Background: an optimization exercise with open tools, aiming at small area and a short achievable clock period. Do not read the settings as production practice. RTL that was checked went through simulation tests only; none was proved equivalent to the original. No functional check of the RTL was part of run 2. Power figures rest on the tool's default switching activity, not on a simulated workload.

==> flow/design.v (outline; a module is shown in full before it is edited, if it fits) <==
// module fir_15: 2155 lines
module fir_15 #
  (
    parameter integer C_S00_AXIS_TDATA_WIDTH  = 32,
    parameter integer C_M00_AXIS_TDATA_WIDTH  = 32
  )
  (
  input wire  s00_axis_aclk, s00_axis_aresetn,
  input wire  s00_axis_tlast, s00_axis_tvalid,
  input wire [C_S00_AXIS_TDATA_WIDTH-1 : 0] s00_axis_tdata,
  input wire [(C_S00_AXIS_TDATA_WIDTH/8)-1: 0] s00_axis_tstrb,
  output logic  s00_axis_tready,
  input wire  m00_axis_tready,
  output logic  m00_axis_tvalid, m00_axis_tlast,
  output logic [C_M00_AXIS_TDATA_WIDTH-1 : 0] m00_axis_tdata,
  output logic [(C_M00_AXIS_TDATA_WIDTH/8)-1: 0] m00_axis_tstrb
  );
  // ...
==> flow/run.sh <==
#!/bin/bash
# synth_recipe.tcl (not shown) runs the flow's synth.tcl, then flattens the netlist and writes it again
# the make line also repeats each setting of config.mk as NAME=value (left out here)
make -C /OpenROAD-flow-scripts/flow DESIGN_CONFIG=/design/flow/config.mk WORK_HOME=/design/flow/orfs CLKGATE_MAP_FILE= SYNTH_SCRIPT=/design/flow/synth_recipe.tcl finish
==> flow/config.mk <==
export PLATFORM = sky130hd
export DESIGN_NAME = fir_15
export DESIGN_NICKNAME = fir_15
export VERILOG_FILES = /design/flow/design.v
export SDC_FILE = /design/flow/constraint.sdc
export NUM_CORES = 4
export LEC_CHECK = 0
export CAP_MARGIN = 20
export CORE_MARGIN = 2
export CORE_UTILIZATION = 40
export SETUP_SLACK_MARGIN = 4.0
export SLEW_MARGIN = 20
==> flow/constraint.sdc <==
create_clock -name core_clock -period 7.5 [get_ports {s00_axis_aclk}]
set_input_delay 1.5000 -clock core_clock [delete_from_list [all_inputs] [get_ports {s00_axis_aclk}]]
set_output_delay 1.5000 -clock core_clock [all_outputs]
set_load 0.01 [all_outputs]
==> results.json, run 1 <==
{
  "post_cts_resized": 193,
  "cap_violations": 0,
  "yosysUniqueCellTypes": 30,
  "core_area_mm2": 0.09813,
  "reg2reg_setup_slack_ns": 4.21,
  "routed_wl_um": 75590,
  "r2r_end": "y10[23]",
  "comb-power_mw": 2.03,
  "portBuffers": 79,
  "path_buf_inv": 1,
  "fin_tns_setup_ns": 0,
  "clock_buffers": 117,
  "buf_share_pct": 3.818,
  "clk_pin_slew_ns": 0.06,
  "rows": 115,
  "clk_share_pct": 5.983,
  "outcome": "no timing/DRC/antenna violations",
  "crit_required_ns": 6.00,
  "synth-seq-area-share_pct": 33.85,
  "synth.top_cells.by_count": "dfxtp_1, nor2_1, inv_1, fa_1, mux2i_1",
  "ant_nets": 0,
  "num_antenna_cells": 0,
  "crit_start": "o[18]",
  "setup_ws_ns": 3.515,
  "period_minus_slack_ns": 3.985,
  "gp_congestion": 0.7378,
  "cts.sink_count": 667,
  "relSlewSlack_pct": 30.55,
  "hold_depth": 2,
  "synth_xor_area_share_pct": 1.310,
  "wl_met3_um": 1774,
  "multi_input_area_mm2": 0.02313,
  "nFillCells": 9193,
  "grt_busiest_layer": "met2",
  "htreeDepth": 3,
  "worstSetupPathDepth": 8,
  "drt-met1-wl_um": 32050
}
==> inputs of run 2 (changes only) <==
--- a/flow/design.v
+++ b/flow/design.v
@@ -1699,18 +1699,18 @@
   wire r611_c = (f578_c & h579_s) | (f578_c & r610_c) | (h579_s & r610_c);
   assign y12_d[29] = r611_s;
   wire r612_s = h579_c ^ h580_s ^ r611_c;
   wire r612_c = (h579_c & h580_s) | (h579_c & r611_c) | (h580_s & r611_c);
   assign y12_d[30] = r612_s;
   wire r613_s = h580_c ^ h581_s ^ r612_c;
   wire r613_c = (h580_c & h581_s) | (h580_c & r612_c) | (h581_s & r612_c);
   assign y12_d[31] = r613_s;
-  logic [31:0] o; wire [31:0] o_d;
-  logic [14:0] oc; wire [14:0] oc_d;
+  logic [3:0][7:0] o0, o1; logic [3:0] og, op;
+  wire [3:0][7:0] o0_d, o1_d; wire [3:0] og_d, op_d;
   wire f614_s = y12[0] ^ ~xr[0] ^ 1'b1;
   wire f614_c = (y12[0] & ~xr[0]) | (y12[0] & 1'b1) | (~xr[0] & 1'b1);
   wire f615_s = y12[1] ^ ~xr[1] ^ ~xr[0];
   wire f615_c = (y12[1] & ~xr[1]) | (y12[1] & ~xr[0]) | (~xr[1] & ~xr[0]);
   wire f616_s = y12[2] ^ ~xr[2] ^ ~xr[1];
   wire f616_c = (y12[2] & ~xr[2]) | (y12[2] & ~xr[1]) | (~xr[2] & ~xr[1]);
   wire f617_s = y12[3] ^ ~xr[3] ^ ~xr[2];
   wire f617_c = (y12[3] & ~xr[3]) | (y12[3] & ~xr[2]) | (~xr[3] & ~xr[2]);
@@ -1894,262 +1894,255 @@
   wire f706_s = f674_s ^ h673_c ^ nx2[28];
   wire f706_c = (f674_s & h673_c) | (f674_s & nx2[28]) | (h673_c & nx2[28]);
   wire f707_s = h675_s ^ f674_c ^ nx2[29];
   wire f707_c = (h675_s & f674_c) | (h675_s & nx2[29]) | (f674_c & nx2[29]);
   wire f708_s = h676_s ^ h675_c ^ nx2[30];
   wire f708_c = (h676_s & h675_c) | (h676_s & nx2[30]) | (h675_c & nx2[30]);
   wire f709_s = h677_s ^ h676_c ^ nx2[31];
   wire f709_c = (h677_s & h676_c) | (h677_s & nx2[31]) | (h676_c & nx2[31]);
-  wire r710_s = h678_s ^ 1'b0 ^ 1'b0;
-  wire r710_c = (h678_s & 1'b0) | (h678_s & 1'b0) | (1'b0 & 1'b0);
-  assign o_d[0] = r710_s;
-  wire r711_s = f679_s ^ h678_c ^ r710_c;
-  wire r711_c = (f679_s & h678_c) | (f679_s & r710_c) | (h678_c & r710_c);
-  assign o_d[1] = r711_s;
-  assign oc_d[0] = r711_c;
-  wire r712_s = f680_s ^ f679_c ^ 1'b0;
-  wire r712_c = (f680_s & f679_c) | (f680_s & 1'b0) | (f679_c & 1'b0);
-  assign o_d[2] = r712_s;
-  wire r713_s = f681_s ^ f680_c ^ r712_c;
-  wire r713_c = (f681_s & f680_c) | (f681_s & r712_c) | (f680_c & r712_c);
-  assign o_d[3] = r713_s;
-  assign oc_d[1] = r713_c;
-  wire r714_s = f682_s ^ f681_c ^ 1'b0;
-  wire r714_c = (f682_s & f681_c) | (f682_s & 1'b0) | (f681_c & 1'b0);
-  assign o_d[4] = r714_s;
-  wire r715_s = f683_s ^ f682_c ^ r714_c;
-  wire r715_c = (f683_s & f682_c) | (f683_s & r714_c) | (f682_c & r714_c);
-  assign o_d[5] = r715_s;
-  assign oc_d[2] = r715_c;
-  wire r716_s = f684_s ^ f683_c ^ 1'b0;
-  wire r716_c = (f684_s & f683_c) | (f684_s & 1'b0) | (f683_c & 1'b0);
-  assign o_d[6] = r716_s;
-  wire r717_s = f685_s ^ f684_c ^ r716_c;
-  wire r717_c = (f685_s & f684_c) | (f685_s & r716_c) | (f684_c & r716_c);
-  assign o_d[7] = r717_s;
-  assign oc_d[3] = r717_c;
-  wire r718_s = f686_s ^ f685_c ^ 1'b0;
-  wire r718_c = (f686_s & f685_c) | (f686_s & 1'b0) | (f685_c & 1'b0);
-  assign o_d[8] = r718_s;
-  wire r719_s = f687_s ^ f686_c ^ r718_c;
-  wire r719_c = (f687_s & f686_c) | (f687_s & r718_c) | (f686_c & r718_c);
-  assign o_d[9] = r719_s;
-  assign oc_d[4] = r719_c;
-  wire r720_s = f688_s ^ f687_c ^ 1'b0;
-  wire r720_c = (f688_s & f687_c) | (f688_s & 1'b0) | (f687_c & 1'b0);
-  assign o_d[10] = r720_s;
-  wire r721_s = f689_s ^ f688_c ^ r720_c;
-  wire r721_c = (f689_s & f688_c) | (f689_s & r720_c) | (f688_c & r720_c);
-  assign o_d[11] = r721_s;
-  assign oc_d[5] = r721_c;
-  wire r722_s = f690_s ^ f689_c ^ 1'b0;
-  wire r722_c = (f690_s & f689_c) | (f690_s & 1'b0) | (f689_c & 1'b0);
-  assign o_d[12] = r722_s;
-  wire r723_s = f691_s ^ f690_c ^ r722_c;
-  wire r723_c = (f691_s & f690_c) | (f691_s & r722_c) | (f690_c & r722_c);
-  assign o_d[13] = r723_s;
-  assign oc_d[6] = r723_c;
-  wire r724_s = f692_s ^ f691_c ^ 1'b0;
-  wire r724_c = (f692_s & f691_c) | (f692_s & 1'b0) | (f691_c & 1'b0);
-  assign o_d[14] = r724_s;
-  wire r725_s = f693_s ^ f692_c ^ r724_c;
-  wire r725_c = (f693_s & f692_c) | (f693_s & r724_c) | (f692_c & r724_c);
-  assign o_d[15] = r725_s;
-  assign oc_d[7] = r725_c;
-  wire r726_s = f694_s ^ f693_c ^ 1'b0;
-  wire r726_c = (f694_s & f693_c) | (f694_s & 1'b0) | (f693_c & 1'b0);
-  assign o_d[16] = r726_s;
-  wire r727_s = f695_s ^ f694_c ^ r726_c;
-  wire r727_c = (f695_s & f694_c) | (f695_s & r726_c) | (f694_c & r726_c);
-  assign o_d[17] = r727_s;
-  assign oc_d[8] = r727_c;
-  wire r728_s = f696_s ^ f695_c ^ 1'b0;
-  wire r728_c = (f696_s & f695_c) | (f696_s & 1'b0) | (f695_c & 1'b0);
-  assign o_d[18] = r728_s;
-  wire r729_s = f697_s ^ f696_c ^ r728_c;
-  wire r729_c = (f697_s & f696_c) | (f697_s & r728_c) | (f696_c & r728_c);
-  assign o_d[19] = r729_s;
-  assign oc_d[9] = r729_c;
-  wire r730_s = f698_s ^ f697_c ^ 1'b0;
-  wire r730_c = (f698_s & f697_c) | (f698_s & 1'b0) | (f697_c & 1'b0);
-  assign o_d[20] = r730_s;
-  wire r731_s = f699_s ^ f698_c ^ r730_c;
-  wire r731_c = (f699_s & f698_c) | (f699_s & r730_c) | (f698_c & r730_c);
-  assign o_d[21] = r731_s;
-  assign oc_d[10] = r731_c;
-  wire r732_s = f700_s ^ f699_c ^ 1'b0;
-  wire r732_c = (f700_s & f699_c) | (f700_s & 1'b0) | (f699_c & 1'b0);
-  assign o_d[22] = r732_s;
-  wire r733_s = f701_s ^ f700_c ^ r732_c;
-  wire r733_c = (f701_s & f700_c) | (f701_s & r732_c) | (f700_c & r732_c);
-  assign o_d[23] = r733_s;
-  assign oc_d[11] = r733_c;
-  wire r734_s = f702_s ^ f701_c ^ 1'b0;
-  wire r734_c = (f702_s & f701_c) | (f702_s & 1'b0) | (f701_c & 1'b0);
-  assign o_d[24] = r734_s;
-  wire r735_s = f703_s ^ f702_c ^ r734_c;
-  wire r735_c = (f703_s & f702_c) | (f703_s & r734_c) | (f702_c & r734_c);
-  assign o_d[25] = r735_s;
-  assign oc_d[12] = r735_c;
-  wire r736_s = f704_s ^ f703_c ^ 1'b0;
-  wire r736_c = (f704_s & f703_c) | (f704_s & 1'b0) | (f703_c & 1'b0);
-  assign o_d[26] = r736_s;
-  wire r737_s = f705_s ^ f704_c ^ r736_c;
-  wire r737_c = (f705_s & f704_c) | (f705_s & r736_c) | (f704_c & r736_c);
-  assign o_d[27] = r737_s;
-  assign oc_d[13] = r737_c;
-  wire r738_s = f706_s ^ f705_c ^ 1'b0;
-  wire r738_c = (f706_s & f705_c) | (f706_s & 1'b0) | (f705_c & 1'b0);
-  assign o_d[28] = r738_s;
-  wire r739_s = f707_s ^ f706_c ^ r738_c;
-  wire r739_c = (f707_s & f706_c) | (f707_s & r738_c) | (f706_c & r738_c);
-  assign o_d[29] = r739_s;
-  assign oc_d[14] = r739_c;
-  wire r740_s = f708_s ^ f707_c ^ 1'b0;
-  wire r740_c = (f708_s & f707_c) | (f708_s & 1'b0) | (f707_c & 1'b0);
-  assign o_d[30] = r740_s;
-  wire r741_s = f709_s ^ f708_c ^ r740_c;
-  wire r741_c = (f709_s & f708_c) | (f709_s & r740_c) | (f708_c & r740_c);
-  assign o_d[31] = r741_s;
-  wire [15:0] cb;    
-  wire [15:0] ab;    
-  assign ab[0] = &o[1:0];
-  assign ab[1] = &o[3:2];
-  assign ab[2] = &o[5:4];
-  assign ab[3] = &o[7:6];
-  assign ab[4] = &o[9:8];
-  assign ab[5] = &o[11:10];
-  assign ab[6] = &o[13:12];
-  assign ab[7] = &o[15:14];
-  assign ab[8] = &o[17:16];
-  assign ab[9] = &o[19:18];
-  assign ab[10] = &o[21:20];
-  assign ab[11] = &o[23:22];
-  assign ab[12] = &o[25:24];
-  assign ab[13] = &o[27:26];
-  assign ab[14] = &o[29:28];
-  assign ab[15] = &o[31:30];
-  wire L742_g = oc[0] | (ab[0] & 1'b0);
-  wire L742_p = ab[0] & 1'b0;
-  wire L743_g = oc[2] | (ab[2] & oc[1]);
-  wire L743_p = ab[2] & ab[1];
-  wire L744_g = oc[4] | (ab[4] & oc[3]);
-  wire L744_p = ab[4] & ab[3];
-  wire L745_g = oc[6] | (ab[6] & oc[5]);
-  wire L745_p = ab[6] & ab[5];
-  wire L746_g = oc[8] | (ab[8] & oc[7]);
-  wire L746_p = ab[8] & ab[7];
-  wire L747_g = oc[10] | (ab[10] & oc[9]);
-  wire L747_p = ab[10] & ab[9];
-  wire L748_g = oc[12] | (ab[12] & oc[11]);
-  wire L748_p = ab[12] & ab[11];
-  wire L749_g = oc[14] | (ab[14] & oc[13]);
-  wire L749_p = ab[14] & ab[13];
-  wire L750_g = oc[1] | (ab[1] & L742_g);
-  wire L750_p = ab[1] & L742_p;
-  wire L751_g = L743_g | (L743_p & L742_g);
-  wire L751_p = L743_p & L742_p;
-  wire L752_g = oc[5] | (ab[5] & L744_g);
-  wire L752_p = ab[5] & L744_p;
-  wire L753_g = L745_g | (L745_p & L744_g);
-  wire L753_p = L745_p & L744_p;
-  wire L754_g = oc[9] | (ab[9] & L746_g);
-  wire L754_p = ab[9] & L746_p;
-  wire L755_g = L747_g | (L747_p & L746_g);
-  wire L755_p = L747_p & L746_p;
-  wire L756_g = oc[13] | (ab[13] & L748_g);
-  wire L756_p = ab[13] & L748_p;
-  wire L757_g = L749_g | (L749_p & L748_g);
-  wire L757_p = L749_p & L748_p;
-  wire L758_g = oc[3] | (ab[3] & L751_g);
-  wire L758_p = ab[3] & L751_p;
-  wire L759_g = L744_g | (L744_p & L751_g);
-  wire L759_p = L744_p & L751_p;
-  wire L760_g = L752_g | (L752_p & L751_g);
-  wire L760_p = L752_p & L751_p;
-  wire L761_g = L753_g | (L753_p & L751_g);
-  wire L761_p = L753_p & L751_p;
-  wire L762_g = oc[11] | (ab[11] & L755_g);
-  wire L762_p = ab[11] & L755_p;
-  wire L763_g = L748_g | (L748_p & L755_g);
-  wire L763_p = L748_p & L755_p;
-  wire L764_g = L756_g | (L756_p & L755_g);
-  wire L764_p = L756_p & L755_p;
-  wire L765_g = L757_g | (L757_p & L755_g);
-  wire L765_p = L757_p & L755_p;
-  wire L766_g = oc[7] | (ab[7] & L761_g);
-  wire L766_p = ab[7] & L761_p;
-  wire L767_g = L746_g | (L746_p & L761_g);
-  wire L767_p = L746_p & L761_p;
-  wire L768_g = L754_g | (L754_p & L761_g);
-  wire L768_p = L754_p & L761_p;
-  wire L769_g = L755_g | (L755_p & L761_g);
-  wire L769_p = L755_p & L761_p;
-  wire L770_g = L762_g | (L762_p & L761_g);
-  wire L770_p = L762_p & L761_p;
-  wire L771_g = L763_g | (L763_p & L761_g);
-  wire L771_p = L763_p & L761_p;
-  wire L772_g = L764_g | (L764_p & L761_g);
-  wire L772_p = L764_p & L761_p;
-  wire L773_g = L765_g | (L765_p & L761_g);
-  wire L773_p = L765_p & L761_p;
-  assign cb[0] = 1'b0;
-  assign cb[1] = L742_g;
-  assign cb[2] = L750_g;
-  assign cb[3] = L751_g;
-  assign cb[4] = L758_g;
-  assign cb[5] = L759_g;
-  assign cb[6] = L760_g;
-  assign cb[7] = L761_g;
-  assign cb[8] = L766_g;
-  assign cb[9] = L767_g;
-  assign cb[10] = L768_g;
-  assign cb[11] = L769_g;
-  assign cb[12] = L770_g;
-  assign cb[13] = L771_g;
-  assign cb[14] = L772_g;
-  assign cb[15] = L773_g;
-  assign m00_axis_tdata[0] = o[0];
-  assign m00_axis_tdata[1] = o[1];
-  assign m00_axis_tdata[2] = o[2] ^ cb[1];
-  assign m00_axis_tdata[3] = o[3] ^ (cb[1] & (&o[2:2]));
-  assign m00_axis_tdata[4] = o[4] ^ cb[2];
-  assign m00_axis_tdata[5] = o[5] ^ (cb[2] & (&o[4:4]));
-  assign m00_axis_tdata[6] = o[6] ^ cb[3];
-  assign m00_axis_tdata[7] = o[7] ^ (cb[3] & (&o[6:6]));
-  assign m00_axis_tdata[8] = o[8] ^ cb[4];
-  assign m00_axis_tdata[9] = o[9] ^ (cb[4] & (&o[8:8]));
-  assign m00_axis_tdata[10] = o[10] ^ cb[5];
-  assign m00_axis_tdata[11] = o[11] ^ (cb[5] & (&o[10:10]));
-  assign m00_axis_tdata[12] = o[12] ^ cb[6];
-  assign m00_axis_tdata[13] = o[13] ^ (cb[6] & (&o[12:12]));
-  assign m00_axis_tdata[14] = o[14] ^ cb[7];
-  assign m00_axis_tdata[15] = o[15] ^ (cb[7] & (&o[14:14]));
-  assign m00_axis_tdata[16] = o[16] ^ cb[8];
-  assign m00_axis_tdata[17] = o[17] ^ (cb[8] & (&o[16:16]));
-  assign m00_axis_tdata[18] = o[18] ^ cb[9];
-  assign m00_axis_tdata[19] = o[19] ^ (cb[9] & (&o[18:18]));
-  assign m00_axis_tdata[20] = o[20] ^ cb[10];
-  assign m00_axis_tdata[21] = o[21] ^ (cb[10] & (&o[20:20]));
-  assign m00_axis_tdata[22] = o[22] ^ cb[11];
-  assign m00_axis_tdata[23] = o[23] ^ (cb[11] & (&o[22:22]));
-  assign m00_axis_tdata[24] = o[24] ^ cb[12];
-  assign m00_axis_tdata[25] = o[25] ^ (cb[12] & (&o[24:24]));
-  assign m00_axis_tdata[26] = o[26] ^ cb[13];
-  assign m00_axis_tdata[27] = o[27] ^ (cb[13] & (&o[26:26]));
-  assign m00_axis_tdata[28] = o[28] ^ cb[14];
-  assign m00_axis_tdata[29] = o[29] ^ (cb[14] & (&o[28:28]));
-  assign m00_axis_tdata[30] = o[30] ^ cb[15];
-  assign m00_axis_tdata[31] = o[31] ^ (cb[15] & (&o[30:30]));
+  wire [7:0] k710_p, k710_g;
+  assign k710_p[0] = h678_s ^ 1'b0;
+  assign k710_g[0] = h678_s & 1'b0;
+  assign k710_p[1] = f679_s ^ h678_c;
+  assign k710_g[1] = f679_s & h678_c;
+  assign k710_p[2] = f680_s ^ f679_c;
+  assign k710_g[2] = f680_s & f679_c;
+  assign k710_p[3] = f681_s ^ f680_c;
+  assign k710_g[3] = f681_s & f680_c;
+  assign k710_p[4] = f682_s ^ f681_c;
+  assign k710_g[4] = f682_s & f681_c;
+  assign k710_p[5] = f683_s ^ f682_c;
+  assign k710_g[5] = f683_s & f682_c;
+  assign k710_p[6] = f684_s ^ f683_c;
+  assign k710_g[6] = f684_s & f683_c;
+  assign k710_p[7] = f685_s ^ f684_c;
+  assign k710_g[7] = f685_s & f684_c;
+  wire q711_g = k710_g[1] | (k710_p[1] & k710_g[0]);
+  wire q711_p = k710_p[1] & k710_p[0];
+  wire q712_g = k710_g[3] | (k710_p[3] & k710_g[2]);
+  wire q712_p = k710_p[3] & k710_p[2];
+  wire q713_g = k710_g[5] | (k710_p[5] & k710_g[4]);
+  wire q713_p = k710_p[5] & k710_p[4];
+  wire q714_g = k710_g[7] | (k710_p[7] & k710_g[6]);
+  wire q714_p = k710_p[7] & k710_p[6];
+  wire q715_g = k710_g[2] | (k710_p[2] & q711_g);
+  wire q715_p = k710_p[2] & q711_p;
+  wire q716_g = q712_g | (q712_p & q711_g);
+  wire q716_p = q712_p & q711_p;
+  wire q717_g = k710_g[6] | (k710_p[6] & q713_g);
+  wire q717_p = k710_p[6] & q713_p;
+  wire q718_g = q714_g | (q714_p & q713_g);
+  wire q718_p = q714_p & q713_p;
+  wire q719_g = k710_g[4] | (k710_p[4] & q716_g);
+  wire q719_p = k710_p[4] & q716_p;
+  wire q720_g = q713_g | (q713_p & q716_g);
+  wire q720_p = q713_p & q716_p;
+  wire q721_g = q717_g | (q717_p & q716_g);
+  wire q721_p = q717_p & q716_p;
+  wire q722_g = q718_g | (q718_p & q716_g);
+  wire q722_p = q718_p & q716_p;
+  assign o0_d[0][0] = k710_p[0];
+  assign o0_d[0][1] = k710_p[1] ^ k710_g[0];
+  assign o0_d[0][2] = k710_p[2] ^ q711_g;
+  assign o0_d[0][3] = k710_p[3] ^ q715_g;
+  assign o0_d[0][4] = k710_p[4] ^ q716_g;
+  assign o0_d[0][5] = k710_p[5] ^ q719_g;
+  assign o0_d[0][6] = k710_p[6] ^ q720_g;
+  assign o0_d[0][7] = k710_p[7] ^ q721_g;
+  assign og_d[0] = q722_g;
+  assign o1_d[0] = '0; assign op_d[0] = 1'b0;    
+  wire [7:0] k723_p, k723_g;
+  assign k723_p[0] = f686_s ^ f685_c;
+  assign k723_g[0] = f686_s & f685_c;
+  assign k723_p[1] = f687_s ^ f686_c;
+  assign k723_g[1] = f687_s & f686_c;
+  assign k723_p[2] = f688_s ^ f687_c;
+  assign k723_g[2] = f688_s & f687_c;
+  assign k723_p[3] = f689_s ^ f688_c;
+  assign k723_g[3] = f689_s & f688_c;
+  assign k723_p[4] = f690_s ^ f689_c;
+  assign k723_g[4] = f690_s & f689_c;
+  assign k723_p[5] = f691_s ^ f690_c;
+  assign k723_g[5] = f691_s & f690_c;
+  assign k723_p[6] = f692_s ^ f691_c;
+  assign k723_g[6] = f692_s & f691_c;
+  assign k723_p[7] = f693_s ^ f692_c;
+  assign k723_g[7] = f693_s & f692_c;
+  wire q724_g = k723_g[1] | (k723_p[1] & k723_g[0]);
+  wire q724_p = k723_p[1] & k723_p[0];
+  wire q725_g = k723_g[3] | (k723_p[3] & k723_g[2]);
+  wire q725_p = k723_p[3] & k723_p[2];
+  wire q726_g = k723_g[5] | (k723_p[5] & k723_g[4]);
+  wire q726_p = k723_p[5] & k723_p[4];
+  wire q727_g = k723_g[7] | (k723_p[7] & k723_g[6]);
+  wire q727_p = k723_p[7] & k723_p[6];
+  wire q728_g = k723_g[2] | (k723_p[2] & q724_g);
+  wire q728_p = k723_p[2] & q724_p;
+  wire q729_g = q725_g | (q725_p & q724_g);
+  wire q729_p = q725_p & q724_p;
+  wire q730_g = k723_g[6] | (k723_p[6] & q726_g);
+  wire q730_p = k723_p[6] & q726_p;
+  wire q731_g = q727_g | (q727_p & q726_g);
+  wire q731_p = q727_p & q726_p;
+  wire q732_g = k723_g[4] | (k723_p[4] & q729_g);
+  wire q732_p = k723_p[4] & q729_p;
+  wire q733_g = q726_g | (q726_p & q729_g);
+  wire q733_p = q726_p & q729_p;
+  wire q734_g = q730_g | (q730_p & q729_g);
+  wire q734_p = q730_p & q729_p;
+  wire q735_g = q731_g | (q731_p & q729_g);
+  wire q735_p = q731_p & q729_p;
+  assign o0_d[1][0] = k723_p[0];
+  assign o1_d[1][0] = ~k723_p[0];
+  assign o0_d[1][1] = k723_p[1] ^ k723_g[0];
+  assign o1_d[1][1] = k723_p[1] ^ (k723_g[0] | k723_p[0]);
+  assign o0_d[1][2] = k723_p[2] ^ q724_g;
+  assign o1_d[1][2] = k723_p[2] ^ (q724_g | q724_p);
+  assign o0_d[1][3] = k723_p[3] ^ q728_g;
+  assign o1_d[1][3] = k723_p[3] ^ (q728_g | q728_p);
+  assign o0_d[1][4] = k723_p[4] ^ q729_g;
+  assign o1_d[1][4] = k723_p[4] ^ (q729_g | q729_p);
+  assign o0_d[1][5] = k723_p[5] ^ q732_g;
+  assign o1_d[1][5] = k723_p[5] ^ (q732_g | q732_p);
+  assign o0_d[1][6] = k723_p[6] ^ q733_g;
+  assign o1_d[1][6] = k723_p[6] ^ (q733_g | q733_p);
+  assign o0_d[1][7] = k723_p[7] ^ q734_g;
+  assign o1_d[1][7] = k723_p[7] ^ (q734_g | q734_p);
+  assign og_d[1] = q735_g;
+  assign op_d[1] = q735_g | q735_p;
+  wire [7:0] k736_p, k736_g;
+  assign k736_p[0] = f694_s ^ f693_c;
+  assign k736_g[0] = f694_s & f693_c;
+  assign k736_p[1] = f695_s ^ f694_c;
+  assign k736_g[1] = f695_s & f694_c;
+  assign k736_p[2] = f696_s ^ f695_c;
+  assign k736_g[2] = f696_s & f695_c;
+  assign k736_p[3] = f697_s ^ f696_c;
+  assign k736_g[3] = f697_s & f696_c;
+  assign k736_p[4] = f698_s ^ f697_c;
+  assign k736_g[4] = f698_s & f697_c;
+  assign k736_p[5] = f699_s ^ f698_c;
+  assign k736_g[5] = f699_s & f698_c;
+  assign k736_p[6] = f700_s ^ f699_c;
+  assign k736_g[6] = f700_s & f699_c;
+  assign k736_p[7] = f701_s ^ f700_c;
+  assign k736_g[7] = f701_s & f700_c;
+  wire q737_g = k736_g[1] | (k736_p[1] & k736_g[0]);
+  wire q737_p = k736_p[1] & k736_p[0];
+  wire q738_g = k736_g[3] | (k736_p[3] & k736_g[2]);
+  wire q738_p = k736_p[3] & k736_p[2];
+  wire q739_g = k736_g[5] | (k736_p[5] & k736_g[4]);
+  wire q739_p = k736_p[5] & k736_p[4];
+  wire q740_g = k736_g[7] | (k736_p[7] & k736_g[6]);
+  wire q740_p = k736_p[7] & k736_p[6];
+  wire q741_g = k736_g[2] | (k736_p[2] & q737_g);
+  wire q741_p = k736_p[2] & q737_p;
+  wire q742_g = q738_g | (q738_p & q737_g);
+  wire q742_p = q738_p & q737_p;
+  wire q743_g = k736_g[6] | (k736_p[6] & q739_g);
+  wire q743_p = k736_p[6] & q739_p;
+  wire q744_g = q740_g | (q740_p & q739_g);
+  wire q744_p = q740_p & q739_p;
+  wire q745_g = k736_g[4] | (k736_p[4] & q742_g);
+  wire q745_p = k736_p[4] & q742_p;
+  wire q746_g = q739_g | (q739_p & q742_g);
+  wire q746_p = q739_p & q742_p;
+  wire q747_g = q743_g | (q743_p & q742_g);
+  wire q747_p = q743_p & q742_p;
+  wire q748_g = q744_g | (q744_p & q742_g);
+  wire q748_p = q744_p & q742_p;
+  assign o0_d[2][0] = k736_p[0];
+  assign o1_d[2][0] = ~k736_p[0];
+  assign o0_d[2][1] = k736_p[1] ^ k736_g[0];
+  assign o1_d[2][1] = k736_p[1] ^ (k736_g[0] | k736_p[0]);
+  assign o0_d[2][2] = k736_p[2] ^ q737_g;
+  assign o1_d[2][2] = k736_p[2] ^ (q737_g | q737_p);
+  assign o0_d[2][3] = k736_p[3] ^ q741_g;
+  assign o1_d[2][3] = k736_p[3] ^ (q741_g | q741_p);
+  assign o0_d[2][4] = k736_p[4] ^ q742_g;
+  assign o1_d[2][4] = k736_p[4] ^ (q742_g | q742_p);
+  assign o0_d[2][5] = k736_p[5] ^ q745_g;
+  assign o1_d[2][5] = k736_p[5] ^ (q745_g | q745_p);
+  assign o0_d[2][6] = k736_p[6] ^ q746_g;
+  assign o1_d[2][6] = k736_p[6] ^ (q746_g | q746_p);
+  assign o0_d[2][7] = k736_p[7] ^ q747_g;
+  assign o1_d[2][7] = k736_p[7] ^ (q747_g | q747_p);
+  assign og_d[2] = q748_g;
+  assign op_d[2] = q748_g | q748_p;
+  wire [7:0] k749_p, k749_g;
+  assign k749_p[0] = f702_s ^ f701_c;
+  assign k749_g[0] = f702_s & f701_c;
+  assign k749_p[1] = f703_s ^ f702_c;
+  assign k749_g[1] = f703_s & f702_c;
+  assign k749_p[2] = f704_s ^ f703_c;
+  assign k749_g[2] = f704_s & f703_c;
+  assign k749_p[3] = f705_s ^ f704_c;
+  assign k749_g[3] = f705_s & f704_c;
+  assign k749_p[4] = f706_s ^ f705_c;
+  assign k749_g[4] = f706_s & f705_c;
+  assign k749_p[5] = f707_s ^ f706_c;
+  assign k749_g[5] = f707_s & f706_c;
+  assign k749_p[6] = f708_s ^ f707_c;
+  assign k749_g[6] = f708_s & f707_c;
+  assign k749_p[7] = f709_s ^ f708_c;
+  assign k749_g[7] = f709_s & f708_c;
+  wire q750_g = k749_g[1] | (k749_p[1] & k749_g[0]);
+  wire q750_p = k749_p[1] & k749_p[0];
+  wire q751_g = k749_g[3] | (k749_p[3] & k749_g[2]);
+  wire q751_p = k749_p[3] & k749_p[2];
+  wire q752_g = k749_g[5] | (k749_p[5] & k749_g[4]);
+  wire q752_p = k749_p[5] & k749_p[4];
+  wire q753_g = k749_g[7] | (k749_p[7] & k749_g[6]);
+  wire q753_p = k749_p[7] & k749_p[6];
+  wire q754_g = k749_g[2] | (k749_p[2] & q750_g);
+  wire q754_p = k749_p[2] & q750_p;
+  wire q755_g = q751_g | (q751_p & q750_g);
+  wire q755_p = q751_p & q750_p;
+  wire q756_g = k749_g[6] | (k749_p[6] & q752_g);
+  wire q756_p = k749_p[6] & q752_p;
+  wire q757_g = q753_g | (q753_p & q752_g);
+  wire q757_p = q753_p & q752_p;
+  wire q758_g = k749_g[4] | (k749_p[4] & q755_g);
+  wire q758_p = k749_p[4] & q755_p;
+  wire q759_g = q752_g | (q752_p & q755_g);
+  wire q759_p = q752_p & q755_p;
+  wire q760_g = q756_g | (q756_p & q755_g);
+  wire q760_p = q756_p & q755_p;
+  wire q761_g = q757_g | (q757_p & q755_g);
+  wire q761_p = q757_p & q755_p;
+  assign o0_d[3][0] = k749_p[0];
+  assign o1_d[3][0] = ~k749_p[0];
+  assign o0_d[3][1] = k749_p[1] ^ k749_g[0];
+  assign o1_d[3][1] = k749_p[1] ^ (k749_g[0] | k749_p[0]);
+  assign o0_d[3][2] = k749_p[2] ^ q750_g;
+  assign o1_d[3][2] = k749_p[2] ^ (q750_g | q750_p);
+  assign o0_d[3][3] = k749_p[3] ^ q754_g;
+  assign o1_d[3][3] = k749_p[3] ^ (q754_g | q754_p);
+  assign o0_d[3][4] = k749_p[4] ^ q755_g;
+  assign o1_d[3][4] = k749_p[4] ^ (q755_g | q755_p);
+  assign o0_d[3][5] = k749_p[5] ^ q758_g;
+  assign o1_d[3][5] = k749_p[5] ^ (q758_g | q758_p);
+  assign o0_d[3][6] = k749_p[6] ^ q759_g;
+  assign o1_d[3][6] = k749_p[6] ^ (q759_g | q759_p);
+  assign o0_d[3][7] = k749_p[7] ^ q760_g;
+  assign o1_d[3][7] = k749_p[7] ^ (q760_g | q760_p);
+  assign og_d[3] = q761_g;
+  assign op_d[3] = q761_g | q761_p;
+  wire [3:0] ci;    
+  assign ci[0] = 1'b0;
+  assign ci[1] = (og[0]);
+  assign ci[2] = (og[1]) | (og[0] & op[1]);
+  assign ci[3] = (og[2]) | (og[1] & op[2]) | (og[0] & op[1] & op[2]);
+  assign m00_axis_tdata = {ci[3] ? o1[3] : o0[3], ci[2] ? o1[2] : o0[2], ci[1] ? o1[1] : o0[1], ci[0] ? o1[0] : o0[0]};
   always_ff @(posedge s00_axis_aclk) begin
     if (!s00_axis_aresetn) begin
       xr <= 0; xrr <= 0; v <= 0; l <= 0; s <= 0;
-      y1 <= 0; c1 <= 0; y2 <= 0; c2 <= 0; y3 <= 0; c3 <= 0; y4 <= 0; c4 <= 0; y5 <= 0; c5 <= 0; y6 <= 0; c6 <= 0; y7 <= 0; c7 <= 0; y8 <= 0; c8 <= 0; y9 <= 0; c9 <= 0; y10 <= 0; c10 <= 0; y11 <= 0; c11 <= 0; y12 <= 0; c12 <= 0; o <= 0; oc <= 0;
+      y1 <= 0; c1 <= 0; y2 <= 0; c2 <= 0; y3 <= 0; c3 <= 0; y4 <= 0; c4 <= 0; y5 <= 0; c5 <= 0; y6 <= 0; c6 <= 0; y7 <= 0; c7 <= 0; y8 <= 0; c8 <= 0; y9 <= 0; c9 <= 0; y10 <= 0; c10 <= 0; y11 <= 0; c11 <= 0; y12 <= 0; c12 <= 0; o0 <= 0; o1 <= 0; og <= 0; op <= 0;
     end else if (en) begin
       xr <= x; xrr <= xr;
       v <= {v[13:0], s00_axis_tvalid};
       l <= {l[13:0], s00_axis_tlast};
       s <= {s[13:0], s00_axis_tstrb};
-      y1 <= y1_d; c1 <= c1_d; y2 <= y2_d; c2 <= c2_d; y3 <= y3_d; c3 <= c3_d; y4 <= y4_d; c4 <= c4_d; y5 <= y5_d; c5 <= c5_d; y6 <= y6_d; c6 <= c6_d; y7 <= y7_d; c7 <= c7_d; y8 <= y8_d; c8 <= c8_d; y9 <= y9_d; c9 <= c9_d; y10 <= y10_d; c10 <= c10_d; y11 <= y11_d; c11 <= c11_d; y12 <= y12_d; c12 <= c12_d; o <= o_d; oc <= oc_d;
+      y1 <= y1_d; c1 <= c1_d; y2 <= y2_d; c2 <= c2_d; y3 <= y3_d; c3 <= c3_d; y4 <= y4_d; c4 <= c4_d; y5 <= y5_d; c5 <= c5_d; y6 <= y6_d; c6 <= c6_d; y7 <= y7_d; c7 <= c7_d; y8 <= y8_d; c8 <= c8_d; y9 <= y9_d; c9 <= c9_d; y10 <= y10_d; c10 <= c10_d; y11 <= y11_d; c11 <= c11_d; y12 <= y12_d; c12 <= c12_d; o0 <= o0_d; o1 <= o1_d; og <= og_d; op <= op_d;
     end
   end
 endmodule
==> flow/config.mk (replaced) <==
export PLATFORM = sky130hd
export DESIGN_NAME = fir_15
export DESIGN_NICKNAME = fir_15
export VERILOG_FILES = /design/flow/design.v
export SDC_FILE = /design/flow/constraint.sdc
export NUM_CORES = 4
export LEC_CHECK = 0
export CAP_MARGIN = 20
export CORE_MARGIN = 2
export CORE_UTILIZATION = 50
export SETUP_SLACK_MARGIN = 4.2
export SLEW_MARGIN = 20
==> run 2 against run 1 <==
  * Still clean on timing, DRC and antenna
  * Total power increased by 17%
  * Sequential power is 1% higher
  * Global-route usage is 4.4 points higher
  * Area after synthesis up 7.4%
  * Core utilization grew 12 points
  * Clock skew fell by 0.0058 ns
  * First-iteration DRC count fell by 30%
  * Combinational power increased by 86%
  * Non-clock buffer count increased by 43
  * Synthesized cell count grew 3.9%
  * Sequential share of layout area fell by 1.7 points
  * Clock power down 1%
  * Largest cell class unchanged
==> results.json, run 2 <==
{
  "worst_pin_slew_ns": 1.264,
  "power_mw": 11.86,
  "post_cts_hold_buffer_count": 0,
  "outcome": "no timing/DRC/antenna violations",
  "register_area_mm2": 0.01370,
  "final_common_cell": "dfxtp_1",
  "synth_top_flop_cell": "dfxtp_1",
  "dieArea_mm2": 0.08711,
  "num_vias": 24610,
  "area.growth.synth_to_final_pct": 14.59,
  "rsz0062_at_grt": "yes",
  "grt_use_total_pct": 20.05,
  "post_drt_wl_per_cell_um": 16.35,
  "ys_async_sr_fraction_pct": 0,
  "rows": 106,
  "drtIter0Drc": 801,
  "cap_violations": 0,
  "synth_xor_area_share_pct": 1.479,
  "swShare_pct": 30.81,
  "grt_pass1_vias": 25590,
  "dp_slack_ns": 2.575,
  "routed_wl_um": 83830,
  "cts_root_buffer": "clkbuf_16",
  "fmax_mhz": 258.8,
  "synth-compound-area-share_pct": 4.670,
  "arrival_ns": 4.43,
  "fin_tns_setup_ns": 0,
  "clk_pin_slew_ns": 0.06,
  "synth.top_cells.by_count": "dfxtp_1, inv_1, fa_1, nor2b_1, mux2i_1",
  "slowest_delay_ns": 0.55,
  "ys_ff_latch": 681,
  "multi_input_area_mm2": 0.02603,
  "p_leak_nw": 22.56,
  "post_dp_cell_area_mm2": 0.04404,
  "htreeDepth": 3,
  "synthAdderAreaFrac_pct": 31.10,
  "drive_above_1_share_pct": 11.24,
  "slowest_stage": "fa_1",
  "grt_first_pass_wirelength_um": 138200,
  "regMostFlops": "s",
  "synth_area_mm2": 0.04238,
  "ir_drop_mv": 0.2008,
  "gp_congestion": 0.7426,
  "design_area_mm2": 0.04857,
  "yosysUniqueCellTypes": 52,
  "numCtsBuffers": 80,
  "power_density_mw_per_mm2": 244.2,
  "yosysMostFrequentCell": "dfxtp_1",
  "clk-insertion-delay-late_ns": 0.63,
  "start_util_pct": 50.56,
  "dp_cells": 4867,
  "final_util_pct": 57.94,
  "grt_max_degree": 245,
  "p_comb_share_pct": 31.8,
  "synth-seq-area-share_pct": 32.17,
  "synth_top_area_share_pct": 32.17,
  "drc": 0,
  "start_kind": "flop",
  "grt_remaining_overflow": 0,
  "setup_ws_ns": 3.636,
  "syn_nets": 4574,
  "nFillCells": 7341,
  "synth_area_leaders": "dfxtp_1, fa_1, mux2i_1",
  "die_y_um": 295.1,
  "vias_per_cell": 4.800,
  "period_minus_slack_ns": 3.864,
  "relSlewSlack_pct": 15.72,
  "core_area_mm2": 0.08382,
  "holdWs_ns": 0.4591,
  "portBuffers": 79,
  "finalSetupViolations": 0,
  "p_int_mw": 8.207,
  "synth_top_family_by_area": "adder cells",
  "pin_count": 80,
  "p_clk_share_pct": 33.2,
  "fp.dieW_um": 295.1,
  "worst-path-max-fanout": 3,
  "crit_path_frequent_cell": "fa_1",
  "seqPwrFrac_pct": 35.0,
  "crit_required_ns": 8.06,
  "yosysTopAreaCell": "dfxtp_1",
  "synthCells": 3821,
  "largest_register_ffs": 60,
  "nets": 4688,
  "hold_viol": 0,
  "synth_warnings": 1,
  "cts.sink_count": 681,
  "ant_nets": 0,
  "synth.mux.area_fraction_pct": 12.38,
  "num_antenna_cells": 0,
  "synth_edf_count": 0,
  "avgSynthCellArea_um2": 11.09,
  "clock_skew_ns": 0.02794,
  "synth-simple-area-share_pct": 10.53,
  "slew_viol_final": 0,
  "antenna_found_initial": 0,
  "cts_tree": "done",
  "dpl.hpwl_um": 55550,
  "cp-end-kind": "flop",
  "fin_crit_sh_pct": 51.51,
  "critPathKind": "flop to flop",
  "final_cell_mix": "dfxtp_1, inv_1, fa_1, nor2b_1, mux2i_1",
  "stdcell_count": 5128,
  "drtPass1Iterations": 4,
  "crit_chain": "clkinvlp_4, fa_1, fa_1, fa_1, ha_2, fa_2, buf_4, buf_6, fa_2, a31oi_1, xnor2_1, mux2i_1, nor2b_1",
  "cts_buffer_depth": 3,
  "hold_class": "flop to flop",
  "p_switching_mw": 3.654
}
## run 2: cell types whose count changed after synthesis, sizes merged, moves of 16 or more
cell    change
mux2       +24
nand2b     -23
a211oi    -169
nand3      +20
xnor2      +20
buf        +16
o21ai      +54
nor2      -639
nor2b     +499
nand2     +142
mux2i      +24
o211a     +126
and2       +29
## run 2: logic make-up after synthesis
kind of cell               count (synthesis)
buffers and inverters                    806
and+or+nand+nor                          792
adders and majority gates                712
DFF                                      681
muxes                                    521
AOI/OAI and AO/OA                        240
xor gates and xnor gates                  69
## run 2: path summary, 6_finish.rpt
check	from	endpoint	slack, ns	depth (start not counted)
worst min register to register	o1[22]	o1[22]	0.46	2
worst min-delay path	o1[22]	o1[22]	0.46	2
worst max-delay path	xr[8]	o1[11]	3.64	13
worst max register to register	xr[8]	o1[11]	3.64	13
## run 2: final cells by class
cell class,count,area share [%]
clock buffer,120,4.740
clock inverter,21,0.7162
inverter,607,4.851
multi-input combinational,2334,53.58
sequential,681,28.20
tap,1134,2.921
timing repair buffer,231,4.982
## run 2: routing by layer
layer / track usage, % / part of all wire [%] / vias to the layer above
li1: - / - / 12220
met1: 23.39 / 40 / 12110
met2: 38.34 / 55 / 167
met3: 2.323 / 1.8 / 117
met4: 5.844 / 2.8 / 0
met5: 0 / 0 / -
## run 2: critical path, delay by kind of cell (launching register included)
family / cells / cell delay, ns
XOR/XNOR: 1 / 0.16
multiplexers: 1 / 0.10
flip-flops: 1 / 0.37
adder cells (fa/ha/maj): 6 / 2.41
AO/OA/AOI/OAI: 1 / 0.21
AND/OR/NAND/NOR: 1 / 0.10
buffers and inverters: 3 / 0.43
## run 2: repair_timing
item	in CTS	in global routing
hold endpoints to repair	0	0
setup buffers	80	37
gates resized for setup	243	88
gates cloned	3	0
pin swaps	47	46
setup endpoints to repair	338	195
## run 2: power groups by stage
stage / combinational, mW / clock, mW / sequential, mW
5_1_grt: 4.24 / 4.19 / 4.19
4_1_cts: 3.49 / 4.05 / 4.15
3_5_place_dp: 3.15 / 0 / 4.25
6_report: 3.77 / 3.94 / 4.15
3_3_place_gp: 3.12 / 0 / 4.24
2_1_floorplan: 2.46 / 0 / 4.19

==> re-timing with driven ports <==
The results above use ideal ports. As a check the final layouts listed here were re-extracted and re-timed, cells and wires unchanged. Step 1 (the two cells are an assumption about what drives the block):
set clk [get_ports {s00_axis_aclk}]
set_driving_cell -lib_cell sky130_fd_sc_hd__clkbuf_16 $clk
set_driving_cell -lib_cell sky130_fd_sc_hd__buf_2 [delete_from_list [all_inputs] $clk]
Step 2 moves the port delays by t, midway between the first and last clock arrival at a register: inputs arrive t later, outputs are due t later. That takes back most of the time a late clock gives input paths. Slacks: ideal / step 1 / step 2; pairs: ideal / step 1.
run | shift t [ns] | setup WS [ns] | worst hold slack (ns)
run 1 | 0.682 | 3.515 / 3.452 / 3.516 | 0.475 / 0.475 / 0.475
run 2 | 0.684 | 3.636 / 3.636 / 3.042 | 0.459 / 0.459 / 0.459
After both steps setup and hold are still met in every run listed. For run 2, which loses most, drivers alone change the setup slack by 0.000 ns; drivers and shift together by -0.594 ns.
